This is an optimization exercise on Yosys and OpenROAD, whose aim is small area, not a production implementation. No run shown here included a check of the RTL's function; only the layout flow was run. No activity file was given, so power comes from the tool's default toggle rates.

==> flow/design.v (outline; a module is shown in full before it is edited, if it fits) <==
// module p_fa: 4 lines
// module p_fac: 4 lines
// module p_ha: 4 lines
// module p_nor2: 3 lines
// module p_or2: 3 lines
// module p_and2: 3 lines
// module p_inv: 3 lines
// module p_xor2: 3 lines
// module p_xnor2: 3 lines
// module p_xor3: 3 lines
// module p_a222oi: 3 lines
// module magnitude_wrapper: 1021 lines
module magnitude_wrapper(
	input aclk,
	input aresetn,
	input s_i_data_valid,
	output reg s_o_data_ready,
	input [31:0] s_i_data,
	output reg m_o_data_valid,
	input m_i_data_ready,
	output [31:0] m_o_data
    );
  // ...
==> flow/flow/run.sh <==
#!/bin/bash
# Standard layout, but the port buffers are the smallest plain buffer and
# the clock tree uses smaller buffers without dummy loads.
set -euo pipefail
export BUFFER_PORTS_ARGS="-buffer_cell sky130_fd_sc_hd__buf_1"
export CTS_ARGS="-sink_clustering_enable -repair_clock_nets -dont_use_dummy_load -buf_list sky130_fd_sc_hd__clkbuf_8"
bash standard.sh finish > standard_flow.log 2>&1
==> flow/standard.sh <==
#!/bin/bash
# synth_recipe.tcl (not shown) runs the flow's synth.tcl, then flattens the netlist and writes it again
# the make line also repeats each setting of config.mk as NAME=value (left out here)
make -C /OpenROAD-flow-scripts/flow DESIGN_CONFIG=/design/flow/config.mk WORK_HOME=/design/flow/orfs CLKGATE_MAP_FILE= SYNTH_SCRIPT=/design/flow/synth_recipe.tcl "${@:-finish}"
==> flow/config.mk <==
export PLATFORM = sky130hd
export DESIGN_NAME = magnitude_wrapper
export DESIGN_NICKNAME = magnitude_wrapper
export VERILOG_FILES = /design/flow/design.v
export SDC_FILE = /design/flow/constraint.sdc
export NUM_CORES = 4
export LEC_CHECK = 0
export CAP_MARGIN = 20
export CORE_MARGIN = 2
export CORE_UTILIZATION = 40
export SLEW_MARGIN = 20
export SYNTH_HIERARCHICAL = 1
export SYNTH_MINIMUM_KEEP_SIZE = 0
==> flow/constraint.sdc <==
create_clock -name core_clock -period 10.0 [get_ports {aclk}]
set_input_delay 2.0000 -clock core_clock [delete_from_list [all_inputs] [get_ports {aclk}]]
set_output_delay 2.0000 -clock core_clock [all_outputs]
set_load 0.01 [all_outputs]
==> out/metrics.cfg, run 1 <==
[run_status]
status=complete, no violations

[worst_setup_path]
slowest_stage=a222oi_1
regToRegStartpoint=ack
crit_family=adder cells
r2r_slack_ns=1.32
crit_buf_inv=2
cp-endpoint=cn[20]
cp-startpoint=s_i_data[1]
path_max_fanout=3

[power_and_ir_drop]
switching_share=0.444
p_seq_frac=0.244
power_leader=combinational cells
p_comb_frac=0.680
power_mw=2.79

[logic_synthesis]
synthArstFlopShare=0
synth_common_cells=fa_1, nor2_1, dfxtp_1, inv_1, a222oi_1
synth.yosys.warnings=7
synth_seq_cells=106

[finish]
ff_latch_area_mm2=0.00229
multi_input_area_share=0.573

[sta]
fmax_ghz=0.105
slew_headroom=0.383
setup_tns_ns=0

[hold_path]
hp-start=start
whs_endpoint=ack

[clock_tree]
clk_pin_slew_ns=0.10

[detailed_routing]
drc=0
route.met2.wl_um=7930
drtIter0Drc=416

[floorplan]
initial_core_util=0.407

[global_routing]
use_met2=0.325

==> inputs of run 2 (changes only) <==
--- a/flow/design.v
+++ b/flow/design.v
@@ -44,20 +44,20 @@
 	input m_i_data_ready,
 	output [31:0] m_o_data
     );
 	reg start, ack;
 	reg f2, f3;
 	reg [15:0] a_re, a_im;
 	reg [31:0] p;         
 	reg [31:0] cn;        
-	reg pc_11, cnc_11;
-	wire tc_11, cvc_11, cdc_11;
-	reg pc_21, cnc_21;
-	wire tc_21, cvc_21, cdc_21;
+	reg pc_12, cnc_12;
+	wire tc_12, cvc_12, cdc_12;
+	reg pc_22, cnc_22;
+	wire tc_22, cvc_22, cdc_22;
 	wire acc = s_i_data_valid & ~ack;
 	wire [15:0] xn;       
 	wire [31:0] t;        
 	wire [31:0] cv;       
 	wire [31:0] mo;
 	wire [31:0] cd;
 	wire sel_re = f2;
 	wire f1 = start & ~ack;
@@ -78,50 +78,50 @@
 	p_a222oi um8 (.a1(sel_re), .a2(a_re[8]), .b1(sel_im), .b2(a_im[8]), .c1(sel_pin), .c2(s_i_data[8]), .y(xn[8]));
 	p_a222oi um9 (.a1(sel_re), .a2(a_re[9]), .b1(sel_im), .b2(a_im[9]), .c1(sel_pin), .c2(s_i_data[9]), .y(xn[9]));
 	p_a222oi um10 (.a1(sel_re), .a2(a_re[10]), .b1(sel_im), .b2(a_im[10]), .c1(sel_pin), .c2(s_i_data[10]), .y(xn[10]));
 	p_a222oi um11 (.a1(sel_re), .a2(a_re[11]), .b1(sel_im), .b2(a_im[11]), .c1(sel_pin), .c2(s_i_data[11]), .y(xn[11]));
 	p_a222oi um12 (.a1(sel_re), .a2(a_re[12]), .b1(sel_im), .b2(a_im[12]), .c1(sel_pin), .c2(s_i_data[12]), .y(xn[12]));
 	p_a222oi um13 (.a1(sel_re), .a2(a_re[13]), .b1(sel_im), .b2(a_im[13]), .c1(sel_pin), .c2(s_i_data[13]), .y(xn[13]));
 	p_a222oi um14 (.a1(sel_re), .a2(a_re[14]), .b1(sel_im), .b2(a_im[14]), .c1(sel_pin), .c2(s_i_data[14]), .y(xn[14]));
 	p_a222oi um15 (.a1(sel_re), .a2(a_re[15]), .b1(sel_im), .b2(a_im[15]), .c1(sel_pin), .c2(s_i_data[15]), .y(xn[15]));
-	assign t[0] = s_731;
-	assign t[1] = s_734;
-	assign t[2] = s_737;
-	assign t[3] = s_740;
-	assign t[4] = s_743;
-	assign t[5] = s_746;
-	assign t[6] = s_749;
-	assign t[7] = s_752;
-	assign t[8] = s_755;
-	assign t[9] = s_758;
-	assign t[10] = s_761;
-	assign t[11] = s_764;
-	assign t[12] = s_767;
-	assign t[13] = s_770;
-	assign t[14] = s_773;
-	assign t[15] = s_776;
-	assign t[16] = s_779;
-	assign t[17] = s_782;
-	assign t[18] = s_785;
-	assign t[19] = s_788;
-	assign t[20] = s_791;
-	assign t[21] = s_626;
-	assign t[22] = s_644;
-	assign t[23] = s_659;
-	assign t[24] = s_674;
-	assign t[25] = s_686;
-	assign t[26] = s_698;
-	assign t[27] = s_707;
-	assign t[28] = s_716;
-	assign t[29] = s_722;
-	assign t[30] = s_728;
+	assign t[0] = s_728;
+	assign t[1] = s_731;
+	assign t[2] = s_734;
+	assign t[3] = s_737;
+	assign t[4] = s_740;
+	assign t[5] = s_743;
+	assign t[6] = s_746;
+	assign t[7] = s_749;
+	assign t[8] = s_752;
+	assign t[9] = s_755;
+	assign t[10] = s_758;
+	assign t[11] = s_761;
+	assign t[12] = s_764;
+	assign t[13] = s_767;
+	assign t[14] = s_770;
+	assign t[15] = s_773;
+	assign t[16] = s_776;
+	assign t[17] = s_779;
+	assign t[18] = s_782;
+	assign t[19] = s_785;
+	assign t[20] = s_788;
+	assign t[21] = s_791;
+	assign t[22] = s_641;
+	assign t[23] = s_656;
+	assign t[24] = s_671;
+	assign t[25] = s_683;
+	assign t[26] = s_695;
+	assign t[27] = s_704;
+	assign t[28] = s_713;
+	assign t[29] = s_719;
+	assign t[30] = s_725;
 	assign t[31] = s_798;
-	assign tc_11 = c_762;
-	assign tc_21 = c_792;
+	assign tc_12 = c_762;
+	assign tc_22 = c_792;
 	p_a222oi uc0 (.a1(ld_t), .a2(t[0]), .b1(ld_p), .b2(p[0]), .c1(hold), .c2(cv[0]), .y(cd[0]));
 	p_inv ui0 (.a(cn[0]), .y(cv[0]));
 	p_a222oi uc1 (.a1(ld_t), .a2(t[1]), .b1(ld_p), .b2(p[1]), .c1(hold), .c2(cv[1]), .y(cd[1]));
 	p_inv ui1 (.a(cn[1]), .y(cv[1]));
 	p_a222oi uc2 (.a1(ld_t), .a2(t[2]), .b1(ld_p), .b2(p[2]), .c1(hold), .c2(cv[2]), .y(cd[2]));
 	p_inv ui2 (.a(cn[2]), .y(cv[2]));
 	p_a222oi uc3 (.a1(ld_t), .a2(t[3]), .b1(ld_p), .b2(p[3]), .c1(hold), .c2(cv[3]), .y(cd[3]));
 	p_inv ui3 (.a(cn[3]), .y(cv[3]));
@@ -176,31 +176,32 @@
 	p_a222oi uc28 (.a1(ld_t), .a2(t[28]), .b1(ld_p), .b2(p[28]), .c1(hold), .c2(cv[28]), .y(cd[28]));
 	p_inv ui28 (.a(cn[28]), .y(cv[28]));
 	p_a222oi uc29 (.a1(ld_t), .a2(t[29]), .b1(ld_p), .b2(p[29]), .c1(hold), .c2(cv[29]), .y(cd[29]));
 	p_inv ui29 (.a(cn[29]), .y(cv[29]));
 	p_a222oi uc30 (.a1(ld_t), .a2(t[30]), .b1(ld_p), .b2(p[30]), .c1(hold), .c2(cv[30]), .y(cd[30]));
 	p_inv ui30 (.a(cn[30]), .y(cv[30]));
 	p_a222oi uc31 (.a1(ld_t), .a2(t[31]), .b1(ld_p), .b2(p[31]), .c1(hold), .c2(cv[31]), .y(cd[31]));
 	p_inv ui31 (.a(cn[31]), .y(cv[31]));
-	p_a222oi ucc11 (.a1(ld_t), .a2(tc_11), .b1(ld_p), .b2(pc_11), .c1(hold), .c2(cvc_11), .y(cdc_11));
-	p_inv uic11 (.a(cnc_11), .y(cvc_11));
-	p_a222oi ucc21 (.a1(ld_t), .a2(tc_21), .b1(ld_p), .b2(pc_21), .c1(hold), .c2(cvc_21), .y(cdc_21));
-	p_inv uic21 (.a(cnc_21), .y(cvc_21));
+	p_a222oi ucc12 (.a1(ld_t), .a2(tc_12), .b1(ld_p), .b2(pc_12), .c1(hold), .c2(cvc_12), .y(cdc_12));
+	p_inv uic12 (.a(cnc_12), .y(cvc_12));
+	p_a222oi ucc22 (.a1(ld_t), .a2(tc_22), .b1(ld_p), .b2(pc_22), .c1(hold), .c2(cvc_22), .y(cdc_22));
+	p_inv uic22 (.a(cnc_22), .y(cvc_22));
 	assign mo[0] = cv[0];
 	assign mo[1] = cv[1];
 	assign mo[2] = cv[2];
 	assign mo[3] = cv[3];
 	assign mo[4] = cv[4];
 	assign mo[5] = cv[5];
 	assign mo[6] = cv[6];
 	assign mo[7] = cv[7];
 	assign mo[8] = cv[8];
 	assign mo[9] = cv[9];
 	assign mo[10] = cv[10];
+	assign mo[11] = cv[11];
 	assign m_o_data = mo;
 	wire dg_1;
 	wire dg_3;
 	wire dg_5;
 	wire dg_7;
 	wire dg_9;
 	wire dg_11;
 	wire dg_13;
@@ -686,17 +687,16 @@
 	wire e_822;
 	wire e_824;
 	wire e_826;
 	wire e_828;
 	wire e_830;
 	wire e_832;
 	wire e_834;
 	wire e_836;
-	wire e_838;
   p_inv u2 (.a(xn[0]), .y(dg_1));
   p_inv u4 (.a(xn[1]), .y(dg_3));
   p_inv u6 (.a(xn[2]), .y(dg_5));
   p_inv u8 (.a(xn[3]), .y(dg_7));
   p_inv u10 (.a(xn[4]), .y(dg_9));
   p_inv u12 (.a(xn[5]), .y(dg_11));
   p_inv u14 (.a(xn[6]), .y(dg_13));
   p_inv u16 (.a(xn[7]), .y(dg_15));
@@ -855,18 +855,18 @@
   p_and2 u322 (.a(p[24]), .b(pm), .y(pm_321));
   p_and2 u324 (.a(p[25]), .b(pm), .y(pm_323));
   p_and2 u326 (.a(p[26]), .b(pm), .y(pm_325));
   p_and2 u328 (.a(p[27]), .b(pm), .y(pm_327));
   p_and2 u330 (.a(p[28]), .b(pm), .y(pm_329));
   p_and2 u332 (.a(p[29]), .b(pm), .y(pm_331));
   p_and2 u334 (.a(p[30]), .b(pm), .y(pm_333));
   p_and2 u336 (.a(p[31]), .b(pm), .y(pm_335));
-  p_and2 u338 (.a(pc_11), .b(pm), .y(pmc_337));
-  p_and2 u340 (.a(pc_21), .b(pm), .y(pmc_339));
+  p_and2 u338 (.a(pc_12), .b(pm), .y(pmc_337));
+  p_and2 u340 (.a(pc_22), .b(pm), .y(pmc_339));
   p_fa u343 (.a(pm_277), .b(dg_3), .c(pp_33), .s(s_341), .co(c_342));
   p_fa u346 (.a(pm_279), .b(pp_35), .c(c_342), .s(s_344), .co(c_345));
   p_fa u349 (.a(pm_281), .b(dg_5), .c(pp_37), .s(s_347), .co(c_348));
   p_fa u352 (.a(pp_63), .b(s_347), .c(c_345), .s(s_350), .co(c_351));
   p_fa u355 (.a(pm_283), .b(pp_39), .c(pp_65), .s(s_353), .co(c_354));
   p_fa u358 (.a(c_348), .b(s_353), .c(c_351), .s(s_356), .co(c_357));
   p_fa u361 (.a(pm_285), .b(dg_7), .c(pp_41), .s(s_359), .co(c_360));
   p_fa u364 (.a(pp_67), .b(pp_91), .c(c_354), .s(s_362), .co(c_363));
@@ -882,39 +882,39 @@
   p_fa u394 (.a(pp_73), .b(pp_97), .c(c_378), .s(s_392), .co(c_393));
   p_fa u397 (.a(c_381), .b(s_389), .c(s_392), .s(s_395), .co(c_396));
   p_fa u400 (.a(c_384), .b(s_395), .c(c_387), .s(s_398), .co(c_399));
   p_fa u403 (.a(pm_293), .b(dg_11), .c(pp_121), .s(s_401), .co(c_402));
   p_fa u406 (.a(pp_141), .b(pp_49), .c(pp_75), .s(s_404), .co(c_405));
   p_fa u409 (.a(pp_99), .b(c_390), .c(s_401), .s(s_407), .co(c_408));
   p_fa u412 (.a(s_404), .b(c_393), .c(s_407), .s(s_410), .co(c_411));
   p_fa u415 (.a(c_396), .b(s_410), .c(c_399), .s(s_413), .co(c_414));
-  p_fa u418 (.a(pm_295), .b(pmc_337), .c(pp_101), .s(s_416), .co(c_417));
-  p_fa u421 (.a(pp_123), .b(pp_143), .c(pp_51), .s(s_419), .co(c_420));
-  p_fa u424 (.a(pp_77), .b(c_402), .c(c_405), .s(s_422), .co(c_423));
-  p_fa u427 (.a(s_416), .b(s_419), .c(c_408), .s(s_425), .co(c_426));
-  p_fa u430 (.a(s_422), .b(c_411), .c(s_425), .s(s_428), .co(c_429));
-  p_fa u433 (.a(pm_297), .b(dg_13), .c(pp_103), .s(s_431), .co(c_432));
-  p_fa u436 (.a(pp_125), .b(pp_145), .c(pp_163), .s(s_434), .co(c_435));
-  p_fa u439 (.a(pp_53), .b(pp_79), .c(c_417), .s(s_437), .co(c_438));
-  p_fa u442 (.a(c_420), .b(s_431), .c(s_434), .s(s_440), .co(c_441));
-  p_fa u445 (.a(c_423), .b(s_437), .c(s_440), .s(s_443), .co(c_444));
-  p_fa u448 (.a(c_426), .b(s_443), .c(c_429), .s(s_446), .co(c_447));
+  p_fa u418 (.a(pm_295), .b(pp_101), .c(pp_123), .s(s_416), .co(c_417));
+  p_fa u421 (.a(pp_143), .b(pp_51), .c(pp_77), .s(s_419), .co(c_420));
+  p_fa u424 (.a(c_402), .b(c_405), .c(s_416), .s(s_422), .co(c_423));
+  p_fa u427 (.a(s_419), .b(c_408), .c(s_422), .s(s_425), .co(c_426));
+  p_fa u430 (.a(c_411), .b(s_425), .c(c_414), .s(s_428), .co(c_429));
+  p_fa u433 (.a(pm_297), .b(pmc_337), .c(dg_13), .s(s_431), .co(c_432));
+  p_fa u436 (.a(pp_103), .b(pp_125), .c(pp_145), .s(s_434), .co(c_435));
+  p_fa u439 (.a(pp_163), .b(pp_53), .c(pp_79), .s(s_437), .co(c_438));
+  p_fa u442 (.a(c_417), .b(s_431), .c(c_420), .s(s_440), .co(c_441));
+  p_fa u445 (.a(s_434), .b(s_437), .c(c_423), .s(s_443), .co(c_444));
+  p_fa u448 (.a(s_440), .b(c_426), .c(s_443), .s(s_446), .co(c_447));
   p_fa u451 (.a(pm_299), .b(pp_105), .c(pp_127), .s(s_449), .co(c_450));
   p_fa u454 (.a(pp_147), .b(pp_165), .c(pp_55), .s(s_452), .co(c_453));
   p_fa u457 (.a(pp_81), .b(c_432), .c(c_435), .s(s_455), .co(c_456));
-  p_fa u460 (.a(s_449), .b(s_452), .c(c_438), .s(s_458), .co(c_459));
+  p_fa u460 (.a(c_438), .b(s_449), .c(s_452), .s(s_458), .co(c_459));
   p_fa u463 (.a(c_441), .b(s_455), .c(s_458), .s(s_461), .co(c_462));
   p_fa u466 (.a(c_444), .b(s_461), .c(c_447), .s(s_464), .co(c_465));
   p_fa u469 (.a(pm_301), .b(dg_15), .c(pp_107), .s(s_467), .co(c_468));
   p_fa u472 (.a(pp_129), .b(pp_149), .c(pp_167), .s(s_470), .co(c_471));
   p_fa u475 (.a(pp_183), .b(pp_57), .c(pp_83), .s(s_473), .co(c_474));
   p_fa u478 (.a(c_450), .b(c_453), .c(s_467), .s(s_476), .co(c_477));
   p_fa u481 (.a(s_470), .b(s_473), .c(c_456), .s(s_479), .co(c_480));
-  p_fa u484 (.a(s_476), .b(c_459), .c(s_479), .s(s_482), .co(c_483));
+  p_fa u484 (.a(c_459), .b(s_476), .c(s_479), .s(s_482), .co(c_483));
   p_fa u487 (.a(c_462), .b(s_482), .c(c_465), .s(s_485), .co(c_486));
   p_fa u490 (.a(pm_303), .b(pp_109), .c(pp_131), .s(s_488), .co(c_489));
   p_fa u493 (.a(pp_151), .b(pp_169), .c(pp_185), .s(s_491), .co(c_492));
   p_fa u496 (.a(pp_59), .b(pp_85), .c(c_468), .s(s_494), .co(c_495));
   p_fa u499 (.a(c_471), .b(c_474), .c(s_488), .s(s_497), .co(c_498));
   p_fa u502 (.a(s_491), .b(c_477), .c(s_494), .s(s_500), .co(c_501));
   p_fa u505 (.a(s_497), .b(c_480), .c(s_500), .s(s_503), .co(c_504));
   p_fa u508 (.a(c_483), .b(s_503), .c(c_486), .s(s_506), .co(c_507));
@@ -947,111 +947,110 @@
   p_fa u589 (.a(c_564), .b(s_581), .c(s_584), .s(s_587), .co(c_588));
   p_fa u592 (.a(c_567), .b(s_587), .c(c_570), .s(s_590), .co(c_591));
   p_fa u595 (.a(pm_313), .b(dg_21), .c(pp_179), .s(s_593), .co(c_594));
   p_fa u598 (.a(pp_195), .b(pp_209), .c(pp_221), .s(s_596), .co(c_597));
   p_fa u601 (.a(pp_231), .b(pp_161), .c(c_576), .s(s_599), .co(c_600));
   p_fa u604 (.a(c_579), .b(s_593), .c(s_596), .s(s_602), .co(c_603));
   p_fa u607 (.a(c_582), .b(s_599), .c(c_585), .s(s_605), .co(c_606));
   p_fa u610 (.a(s_602), .b(c_588), .c(s_605), .s(s_608), .co(c_609));
-  p_fa u613 (.a(pm_315), .b(pmc_339), .c(pp_197), .s(s_611), .co(c_612));
-  p_fa u616 (.a(pp_211), .b(pp_223), .c(pp_233), .s(s_614), .co(c_615));
-  p_fa u619 (.a(pp_181), .b(c_594), .c(c_597), .s(s_617), .co(c_618));
-  p_fa u622 (.a(s_611), .b(s_614), .c(c_600), .s(s_620), .co(c_621));
-  p_fa u625 (.a(c_603), .b(s_617), .c(s_620), .s(s_623), .co(c_624));
-  p_fa u628 (.a(c_606), .b(s_623), .c(c_609), .s(s_626), .co(c_627));
-  p_fa u631 (.a(pm_317), .b(dg_23), .c(pp_213), .s(s_629), .co(c_630));
-  p_fa u634 (.a(pp_225), .b(pp_235), .c(pp_243), .s(s_632), .co(c_633));
-  p_fa u637 (.a(pp_199), .b(c_612), .c(c_615), .s(s_635), .co(c_636));
-  p_fa u640 (.a(s_629), .b(s_632), .c(c_618), .s(s_638), .co(c_639));
-  p_fa u643 (.a(s_635), .b(c_621), .c(s_638), .s(s_641), .co(c_642));
-  p_fa u646 (.a(c_624), .b(s_641), .c(c_627), .s(s_644), .co(c_645));
-  p_fa u649 (.a(pm_319), .b(pp_227), .c(pp_237), .s(s_647), .co(c_648));
-  p_fa u652 (.a(pp_245), .b(pp_215), .c(c_630), .s(s_650), .co(c_651));
-  p_fa u655 (.a(c_633), .b(s_647), .c(c_636), .s(s_653), .co(c_654));
-  p_fa u658 (.a(s_650), .b(c_639), .c(s_653), .s(s_656), .co(c_657));
-  p_fa u661 (.a(c_642), .b(s_656), .c(c_645), .s(s_659), .co(c_660));
-  p_fa u664 (.a(pm_321), .b(dg_25), .c(pp_239), .s(s_662), .co(c_663));
-  p_fa u667 (.a(pp_247), .b(pp_253), .c(pp_229), .s(s_665), .co(c_666));
-  p_fa u670 (.a(c_648), .b(s_662), .c(s_665), .s(s_668), .co(c_669));
-  p_fa u673 (.a(c_651), .b(s_668), .c(c_654), .s(s_671), .co(c_672));
-  p_fa u676 (.a(c_657), .b(s_671), .c(c_660), .s(s_674), .co(c_675));
-  p_fa u679 (.a(pm_323), .b(pp_249), .c(pp_255), .s(s_677), .co(c_678));
-  p_fa u682 (.a(pp_241), .b(c_663), .c(c_666), .s(s_680), .co(c_681));
-  p_fa u685 (.a(s_677), .b(c_669), .c(s_680), .s(s_683), .co(c_684));
-  p_fa u688 (.a(s_683), .b(c_672), .c(c_675), .s(s_686), .co(c_687));
-  p_fa u691 (.a(pm_325), .b(dg_27), .c(pp_257), .s(s_689), .co(c_690));
-  p_fa u694 (.a(pp_261), .b(pp_251), .c(c_678), .s(s_692), .co(c_693));
-  p_fa u697 (.a(s_689), .b(c_681), .c(s_692), .s(s_695), .co(c_696));
-  p_fa u700 (.a(c_684), .b(s_695), .c(c_687), .s(s_698), .co(c_699));
-  p_fa u703 (.a(pm_327), .b(pp_263), .c(pp_259), .s(s_701), .co(c_702));
-  p_fa u706 (.a(c_690), .b(s_701), .c(c_693), .s(s_704), .co(c_705));
-  p_fa u709 (.a(s_704), .b(c_696), .c(c_699), .s(s_707), .co(c_708));
-  p_fa u712 (.a(pm_329), .b(dg_29), .c(pp_267), .s(s_710), .co(c_711));
-  p_fa u715 (.a(pp_265), .b(s_710), .c(c_702), .s(s_713), .co(c_714));
-  p_fa u718 (.a(s_713), .b(c_705), .c(c_708), .s(s_716), .co(c_717));
-  p_fa u721 (.a(pm_331), .b(pp_269), .c(c_711), .s(s_719), .co(c_720));
-  p_fa u724 (.a(s_719), .b(c_714), .c(c_717), .s(s_722), .co(c_723));
-  p_fa u727 (.a(pm_333), .b(dg_31), .c(pp_271), .s(s_725), .co(c_726));
-  p_fa u730 (.a(s_725), .b(c_720), .c(c_723), .s(s_728), .co(c_729));
-  p_ha u733 (.a(pm_273), .b(dg_1), .s(s_731), .co(c_732));
-  p_ha u736 (.a(pm_275), .b(c_732), .s(s_734), .co(c_735));
-  p_ha u739 (.a(c_735), .b(s_341), .s(s_737), .co(c_738));
-  p_ha u742 (.a(c_738), .b(s_344), .s(s_740), .co(c_741));
-  p_ha u745 (.a(c_741), .b(s_350), .s(s_743), .co(c_744));
-  p_ha u748 (.a(c_744), .b(s_356), .s(s_746), .co(c_747));
-  p_ha u751 (.a(c_747), .b(s_365), .s(s_749), .co(c_750));
-  p_ha u754 (.a(c_750), .b(s_374), .s(s_752), .co(c_753));
-  p_ha u757 (.a(c_753), .b(s_386), .s(s_755), .co(c_756));
-  p_ha u760 (.a(c_756), .b(s_398), .s(s_758), .co(c_759));
-  p_ha u763 (.a(c_759), .b(s_413), .s(s_761), .co(c_762));
-  p_ha u766 (.a(s_428), .b(c_414), .s(s_764), .co(c_765));
-  p_ha u769 (.a(s_446), .b(c_765), .s(s_767), .co(c_768));
-  p_ha u772 (.a(s_464), .b(c_768), .s(s_770), .co(c_771));
-  p_ha u775 (.a(s_485), .b(c_771), .s(s_773), .co(c_774));
-  p_ha u778 (.a(s_506), .b(c_774), .s(s_776), .co(c_777));
-  p_fa u781 (.a(s_530), .b(c_507), .c(c_777), .s(s_779), .co(c_780));
-  p_fa u784 (.a(c_531), .b(s_551), .c(c_780), .s(s_782), .co(c_783));
-  p_fa u787 (.a(c_552), .b(s_572), .c(c_783), .s(s_785), .co(c_786));
-  p_fa u790 (.a(c_573), .b(s_590), .c(c_786), .s(s_788), .co(c_789));
-  p_fa u793 (.a(s_608), .b(c_591), .c(c_789), .s(s_791), .co(c_792));
+  p_fa u613 (.a(pm_315), .b(pp_197), .c(pp_211), .s(s_611), .co(c_612));
+  p_fa u616 (.a(pp_223), .b(pp_233), .c(pp_181), .s(s_614), .co(c_615));
+  p_fa u619 (.a(c_594), .b(c_597), .c(s_611), .s(s_617), .co(c_618));
+  p_fa u622 (.a(s_614), .b(c_600), .c(c_603), .s(s_620), .co(c_621));
+  p_fa u625 (.a(s_617), .b(c_606), .c(s_620), .s(s_623), .co(c_624));
+  p_fa u628 (.a(pm_317), .b(pmc_339), .c(dg_23), .s(s_626), .co(c_627));
+  p_fa u631 (.a(pp_213), .b(pp_225), .c(pp_235), .s(s_629), .co(c_630));
+  p_fa u634 (.a(pp_243), .b(pp_199), .c(c_612), .s(s_632), .co(c_633));
+  p_fa u637 (.a(s_626), .b(c_615), .c(s_629), .s(s_635), .co(c_636));
+  p_fa u640 (.a(c_618), .b(s_632), .c(s_635), .s(s_638), .co(c_639));
+  p_fa u643 (.a(c_621), .b(s_638), .c(c_624), .s(s_641), .co(c_642));
+  p_fa u646 (.a(pm_319), .b(pp_227), .c(pp_237), .s(s_644), .co(c_645));
+  p_fa u649 (.a(pp_245), .b(pp_215), .c(c_627), .s(s_647), .co(c_648));
+  p_fa u652 (.a(c_630), .b(s_644), .c(c_633), .s(s_650), .co(c_651));
+  p_fa u655 (.a(s_647), .b(c_636), .c(s_650), .s(s_653), .co(c_654));
+  p_fa u658 (.a(c_639), .b(s_653), .c(c_642), .s(s_656), .co(c_657));
+  p_fa u661 (.a(pm_321), .b(dg_25), .c(pp_239), .s(s_659), .co(c_660));
+  p_fa u664 (.a(pp_247), .b(pp_253), .c(pp_229), .s(s_662), .co(c_663));
+  p_fa u667 (.a(c_645), .b(s_659), .c(s_662), .s(s_665), .co(c_666));
+  p_fa u670 (.a(c_648), .b(s_665), .c(c_651), .s(s_668), .co(c_669));
+  p_fa u673 (.a(c_654), .b(s_668), .c(c_657), .s(s_671), .co(c_672));
+  p_fa u676 (.a(pm_323), .b(pp_249), .c(pp_255), .s(s_674), .co(c_675));
+  p_fa u679 (.a(pp_241), .b(c_660), .c(c_663), .s(s_677), .co(c_678));
+  p_fa u682 (.a(s_674), .b(c_666), .c(s_677), .s(s_680), .co(c_681));
+  p_fa u685 (.a(s_680), .b(c_669), .c(c_672), .s(s_683), .co(c_684));
+  p_fa u688 (.a(pm_325), .b(dg_27), .c(pp_257), .s(s_686), .co(c_687));
+  p_fa u691 (.a(pp_261), .b(pp_251), .c(c_675), .s(s_689), .co(c_690));
+  p_fa u694 (.a(s_686), .b(c_678), .c(s_689), .s(s_692), .co(c_693));
+  p_fa u697 (.a(c_681), .b(s_692), .c(c_684), .s(s_695), .co(c_696));
+  p_fa u700 (.a(pm_327), .b(pp_263), .c(pp_259), .s(s_698), .co(c_699));
+  p_fa u703 (.a(c_687), .b(s_698), .c(c_690), .s(s_701), .co(c_702));
+  p_fa u706 (.a(s_701), .b(c_693), .c(c_696), .s(s_704), .co(c_705));
+  p_fa u709 (.a(pm_329), .b(dg_29), .c(pp_267), .s(s_707), .co(c_708));
+  p_fa u712 (.a(pp_265), .b(s_707), .c(c_699), .s(s_710), .co(c_711));
+  p_fa u715 (.a(s_710), .b(c_702), .c(c_705), .s(s_713), .co(c_714));
+  p_fa u718 (.a(pm_331), .b(pp_269), .c(c_708), .s(s_716), .co(c_717));
+  p_fa u721 (.a(s_716), .b(c_711), .c(c_714), .s(s_719), .co(c_720));
+  p_fa u724 (.a(pm_333), .b(dg_31), .c(pp_271), .s(s_722), .co(c_723));
+  p_fa u727 (.a(s_722), .b(c_717), .c(c_720), .s(s_725), .co(c_726));
+  p_ha u730 (.a(pm_273), .b(dg_1), .s(s_728), .co(c_729));
+  p_ha u733 (.a(pm_275), .b(c_729), .s(s_731), .co(c_732));
+  p_ha u736 (.a(c_732), .b(s_341), .s(s_734), .co(c_735));
+  p_ha u739 (.a(c_735), .b(s_344), .s(s_737), .co(c_738));
+  p_ha u742 (.a(c_738), .b(s_350), .s(s_740), .co(c_741));
+  p_ha u745 (.a(c_741), .b(s_356), .s(s_743), .co(c_744));
+  p_ha u748 (.a(c_744), .b(s_365), .s(s_746), .co(c_747));
+  p_ha u751 (.a(c_747), .b(s_374), .s(s_749), .co(c_750));
+  p_ha u754 (.a(c_750), .b(s_386), .s(s_752), .co(c_753));
+  p_ha u757 (.a(c_753), .b(s_398), .s(s_755), .co(c_756));
+  p_ha u760 (.a(c_756), .b(s_413), .s(s_758), .co(c_759));
+  p_ha u763 (.a(c_759), .b(s_428), .s(s_761), .co(c_762));
+  p_ha u766 (.a(s_446), .b(c_429), .s(s_764), .co(c_765));
+  p_ha u769 (.a(s_464), .b(c_765), .s(s_767), .co(c_768));
+  p_ha u772 (.a(s_485), .b(c_768), .s(s_770), .co(c_771));
+  p_ha u775 (.a(s_506), .b(c_771), .s(s_773), .co(c_774));
+  p_fa u778 (.a(s_530), .b(c_507), .c(c_774), .s(s_776), .co(c_777));
+  p_fa u781 (.a(c_531), .b(s_551), .c(c_777), .s(s_779), .co(c_780));
+  p_fa u784 (.a(c_552), .b(s_572), .c(c_780), .s(s_782), .co(c_783));
+  p_fa u787 (.a(c_573), .b(s_590), .c(c_783), .s(s_785), .co(c_786));
+  p_fa u790 (.a(s_608), .b(c_591), .c(c_786), .s(s_788), .co(c_789));
+  p_fa u793 (.a(c_609), .b(s_623), .c(c_789), .s(s_791), .co(c_792));
   p_xor2 u795 (.a(pm_335), .b(dg_31), .y(s_794));
-  p_xor2 u797 (.a(s_794), .b(c_726), .y(s_796));
-  p_xor2 u799 (.a(s_796), .b(c_729), .y(s_798));
-  p_ha u801 (.a(cv[11]), .b(cvc_11), .s(mo[11]), .co(e_800));
-  p_ha u803 (.a(cv[12]), .b(e_800), .s(mo[12]), .co(e_802));
-  p_ha u805 (.a(cv[13]), .b(e_802), .s(mo[13]), .co(e_804));
-  p_ha u807 (.a(cv[14]), .b(e_804), .s(mo[14]), .co(e_806));
-  p_ha u809 (.a(cv[15]), .b(e_806), .s(mo[15]), .co(e_808));
-  p_ha u811 (.a(cv[16]), .b(e_808), .s(mo[16]), .co(e_810));
-  p_ha u813 (.a(cv[17]), .b(e_810), .s(mo[17]), .co(e_812));
-  p_ha u815 (.a(cv[18]), .b(e_812), .s(mo[18]), .co(e_814));
-  p_ha u817 (.a(cv[19]), .b(e_814), .s(mo[19]), .co(e_816));
-  p_ha u819 (.a(cv[20]), .b(e_816), .s(mo[20]), .co(e_818));
-  p_fa u821 (.a(cv[21]), .b(cvc_21), .c(e_818), .s(mo[21]), .co(e_820));
-  p_ha u823 (.a(cv[22]), .b(e_820), .s(mo[22]), .co(e_822));
-  p_ha u825 (.a(cv[23]), .b(e_822), .s(mo[23]), .co(e_824));
-  p_ha u827 (.a(cv[24]), .b(e_824), .s(mo[24]), .co(e_826));
-  p_ha u829 (.a(cv[25]), .b(e_826), .s(mo[25]), .co(e_828));
-  p_ha u831 (.a(cv[26]), .b(e_828), .s(mo[26]), .co(e_830));
-  p_ha u833 (.a(cv[27]), .b(e_830), .s(mo[27]), .co(e_832));
-  p_ha u835 (.a(cv[28]), .b(e_832), .s(mo[28]), .co(e_834));
-  p_ha u837 (.a(cv[29]), .b(e_834), .s(mo[29]), .co(e_836));
-  p_ha u839 (.a(cv[30]), .b(e_836), .s(mo[30]), .co(e_838));
-  p_xor2 u840 (.a(cv[31]), .b(e_838), .y(mo[31]));
+  p_xor2 u797 (.a(s_794), .b(c_723), .y(s_796));
+  p_xor2 u799 (.a(s_796), .b(c_726), .y(s_798));
+  p_ha u801 (.a(cv[12]), .b(cvc_12), .s(mo[12]), .co(e_800));
+  p_ha u803 (.a(cv[13]), .b(e_800), .s(mo[13]), .co(e_802));
+  p_ha u805 (.a(cv[14]), .b(e_802), .s(mo[14]), .co(e_804));
+  p_ha u807 (.a(cv[15]), .b(e_804), .s(mo[15]), .co(e_806));
+  p_ha u809 (.a(cv[16]), .b(e_806), .s(mo[16]), .co(e_808));
+  p_ha u811 (.a(cv[17]), .b(e_808), .s(mo[17]), .co(e_810));
+  p_ha u813 (.a(cv[18]), .b(e_810), .s(mo[18]), .co(e_812));
+  p_ha u815 (.a(cv[19]), .b(e_812), .s(mo[19]), .co(e_814));
+  p_ha u817 (.a(cv[20]), .b(e_814), .s(mo[20]), .co(e_816));
+  p_ha u819 (.a(cv[21]), .b(e_816), .s(mo[21]), .co(e_818));
+  p_fa u821 (.a(cv[22]), .b(cvc_22), .c(e_818), .s(mo[22]), .co(e_820));
+  p_ha u823 (.a(cv[23]), .b(e_820), .s(mo[23]), .co(e_822));
+  p_ha u825 (.a(cv[24]), .b(e_822), .s(mo[24]), .co(e_824));
+  p_ha u827 (.a(cv[25]), .b(e_824), .s(mo[25]), .co(e_826));
+  p_ha u829 (.a(cv[26]), .b(e_826), .s(mo[26]), .co(e_828));
+  p_ha u831 (.a(cv[27]), .b(e_828), .s(mo[27]), .co(e_830));
+  p_ha u833 (.a(cv[28]), .b(e_830), .s(mo[28]), .co(e_832));
+  p_ha u835 (.a(cv[29]), .b(e_832), .s(mo[29]), .co(e_834));
+  p_ha u837 (.a(cv[30]), .b(e_834), .s(mo[30]), .co(e_836));
+  p_xor2 u838 (.a(cv[31]), .b(e_836), .y(mo[31]));
 	always @(posedge aclk) begin
 		start <= acc | (start & ~ack & aresetn);
 		s_o_data_ready <= acc | (s_o_data_ready & aresetn);
 		ack <= start;
 		f2 <= acc & start;
 		f3 <= f2;
 		if (m_i_data_ready) m_o_data_valid <= ack;
 		else if (!aresetn) m_o_data_valid <= 1'b0;
 		a_re <= s_i_data[15:0];
 		if (acc) a_im <= s_i_data[31:16];
 		p <= t;
 		cn <= cd;
-		pc_11 <= tc_11;
-		cnc_11 <= cdc_11;
-		pc_21 <= tc_21;
-		cnc_21 <= cdc_21;
+		pc_12 <= tc_12;
+		cnc_12 <= cdc_12;
+		pc_22 <= tc_22;
+		cnc_22 <= cdc_22;
 	end
 endmodule
==> run 2 against run 1 <==
Net effect: sequential share of layout area down 0.086 points; sequential power hardly changed; largest power group unchanged; non-clock buffer count stayed put; fmax rose by 1.8%; combinational power hardly changed; highest routed layer unchanged; register-to-register slack better by 0.12 ns.
==> out/metrics.cfg, run 2 <==
[run_status]
status=complete, no violations

[global_routing]
track_usage=0.193
antenna_found_initial=0
grt_max_degree=37
grt_pass1_wl_um=27200
use_met2=0.335  ; +0.0101
overflow=0
top_usage_layer=met2
grtUsageMet3=0.0418
grt_pass1_vias=5437
met1_usage=0.237

[clock_tree]
h-tree-depth=3
cts_buffer_depth=2
cts_buffers=9
cts_tree=yes
clkSinkCount=106
cts_resized=0
cts_root_buf=clkbuf_8
clk_latency_ns=0.40
clk_pin_slew_ns=0.11  ; about the same
holdBufCountCts=0
post_cts_buffers=0

[sta]
fmax_ghz=0.107  ; +1.8%
min_period_ns=9.32
finClkSkew_ns=0.0383
fin_crit_sh=0.932
slew_headroom=0.362  ; -0.0211
grt_setup_unrepaired=no
finalHoldViolCount=0
report.final.slew_viol_count=0
final-setup-viol-count=0
setup_ws_ns=0.676
worstMarginPinSlew_ns=0.955

[job]
maxCapViolCount=0

[logic_synthesis]
synth_common_cells=fa_1, nor2_1, dfxtp_1, inv_1, a222oi_1
yosysTopAreaCell=fa_1
synth-edff-count=17
synth.avg_cell_area_um2=12.5
synthCells=560
ys_top_cells_by_area=fa_1, dfxtp_1, edfxtp_1
ys_seq_area_frac=0.328
synth_top_area_frac=0.390
synth.yosys.warnings=7  ; unchanged
synthesis.nets=766
synth_seq_cells=106  ; unchanged
synthArstFlopShare=0  ; unchanged
synth.cell_area_mm2=0.00699
yosysMostFrequentCell=fa_1
synth_cell_types=14
ys.flop_type=dfxtp_1

[worst_setup_path]
arrival_ns=9.61
start_kind=input pin
required_ns=10.28
path_max_fanout=15  ; +12
cp_slowest_stage_delay_ns=0.46
crit_top_cell=fa_2
cp-end-kind=flop
slowest_stage=fa_1
path_class=input pin to flop

[floorplan]
die_area_mm2=0.0185
initial_core_util=0.407  ; about the same
io_pins=70
coreArea_mm2=0.0172
die_height_um=136
rows=48
die_w_um=136

[finish]
fin_nets=854
final_cell_mix=nor2_1, fa_1, dfxtp_1
diodes=0
nFillCells=1648
layout-drive-gt1-share=0.0697
ff_latch_area_mm2=0.00229  ; unchanged
reg_top3=cn: 32 flops, p: 32 flops
final_core_util=0.452
final_common_cell=nor2_1
fin_cells=871
multi_input_area_mm2=0.00445
syn_to_final_growth_pct=11.0

[detailed_routing]
drc=0  ; unchanged
wl_um=15700
drtIter0Drc=399  ; -4.1%
viasPerCell=5.31
wl_per_cell_um=18.0
ant_nets=0
drt_first_pass_iters=6
vias=4627

[power_and_ir_drop]
max-vdd-ir-drop_v=0.000201
power.leakage_nw=3.59
powerDensity_mw_per_mm2=362

[place]
gp_congestion=0.847
port_buffers=69
dp_cells=862
place_ws_ns=0.304
dp_hpwl_um=11800

[hold_path]
min_path_type=flop to flop

==> run 2: changes by cell type after synthesis <==
cell | before | now
ha_1 | 35 | 34
buf_4 | 11 | 12
==> run 2: cell type report <==
| type | count | share of cell area |
|---|---|---|
| clock buffer | 9 | 0.0160 |
| inverter | 52 | 0.0252 |
| multi-input combinational | 390 | 0.574 |
| sequential | 106 | 0.296 |
| tap | 225 | 0.0363 |
| timing repair buffer | 89 | 0.0528 |
==> run 2: final timing paths <==
check / start / endpoint / slack (ns) / cells after the start
setup / recovery: s_i_data[0] / cn[21] / 0.68 / 25
hold / removal: start / ack / 0.42 / 0
hold reg to reg: start / ack / 0.42 / 0
setup reg to reg: ack / cn[21] / 1.44 / 26
==> run 2: logic make-up after synthesis <==
kind of cell / after synthesis / share of synthesized area
AOI/OAI and AO/OA: 54 / 0.0752
xor gates and xnor gates: 4 / 0.00501
adders and majority gates: 170 / 0.450
buffers and inverters: 64 / 0.0408
DFF: 106 / 0.328
and+or+nand+nor: 162 / 0.101
==> run 2: stage by stage <==
step                total power [mW]  hold slack [ns]  setup TNS, ns  instance area (um2)
floorplan                       2.11            0.372        -0.0123                 7020
global placement                2.54            0.387              0                 7630
detailed placement              2.62            0.402              0                 7630
CTS                             2.86            0.414              0                 7760
global route                    3.16            0.427              0                 7760
finish                          2.81            0.416              0                 7760
==> run 2: report_power, final <==
part / internal [mW] / total (mW) / switching [mW]
Sequential: 0.627 / 0.681 / 0.0542
Clock: 0.0810 / 0.213 / 0.132
Combinational: 0.870 / 1.91 / 1.04
==> run 2: critical path: cells and delay by family <==
family / cells / cell delay [ns]
AOI/OAI and AO/OA: 2 / 0.63
and+or+nand+nor: 1 / 0.08
buffers and inverters: 2 / 0.35
adders and majority gates: 20 / 6.53
==> run 2: metal layers <==
metal | vias up | share of wire
li1 | 2052 | -
met1 | 2389 | 0.40
met2 | 156 | 0.52
met3 | 30 | 0.055
met4 | 0 | 0.027
met5 | - | 0
==> run 2: per-module statistics from Yosys (local to each module, per instance) <==
module	cells inside	area [um2]	flops+latches	copies in the design
p_ha	1	12.5	0	34
p_a222oi	1	10.0	0	50
magnitude_wrapper	132	2450	106	1
p_inv	1	3.75	0	50
p_and2	1	6.26	0	34
p_nor2	1	3.75	0	120
p_fa	1	20.0	0	136
p_xor2	1	8.76	0	4

[re-timing with driven ports]
No port has a modelled driver above. Below, the same layouts with a new extraction and two added sets of constraints. Step 1, drivers: a clkbuf_16 drives aclk and a buf_2 each remaining input, both assumed. Step 2 also shifts input and output timing later by t, the mid clock arrival at the registers, as if the neighbouring blocks saw the same clock. Three values: no drivers, after step 1, after step 2; two values: the first two.
run	t, ns	setup slack, ns	worst setup path at the end
run 1	0.409	0.508 / 0.523 / 0.114	input to register
run 2	0.422	0.676 / 0.687 / 0.265	input to register
After both steps setup and hold are still met in every run listed. The setup slack of run 2, which loses most, moves by +0.011 ns with the drivers and by -0.411 ns with both steps.
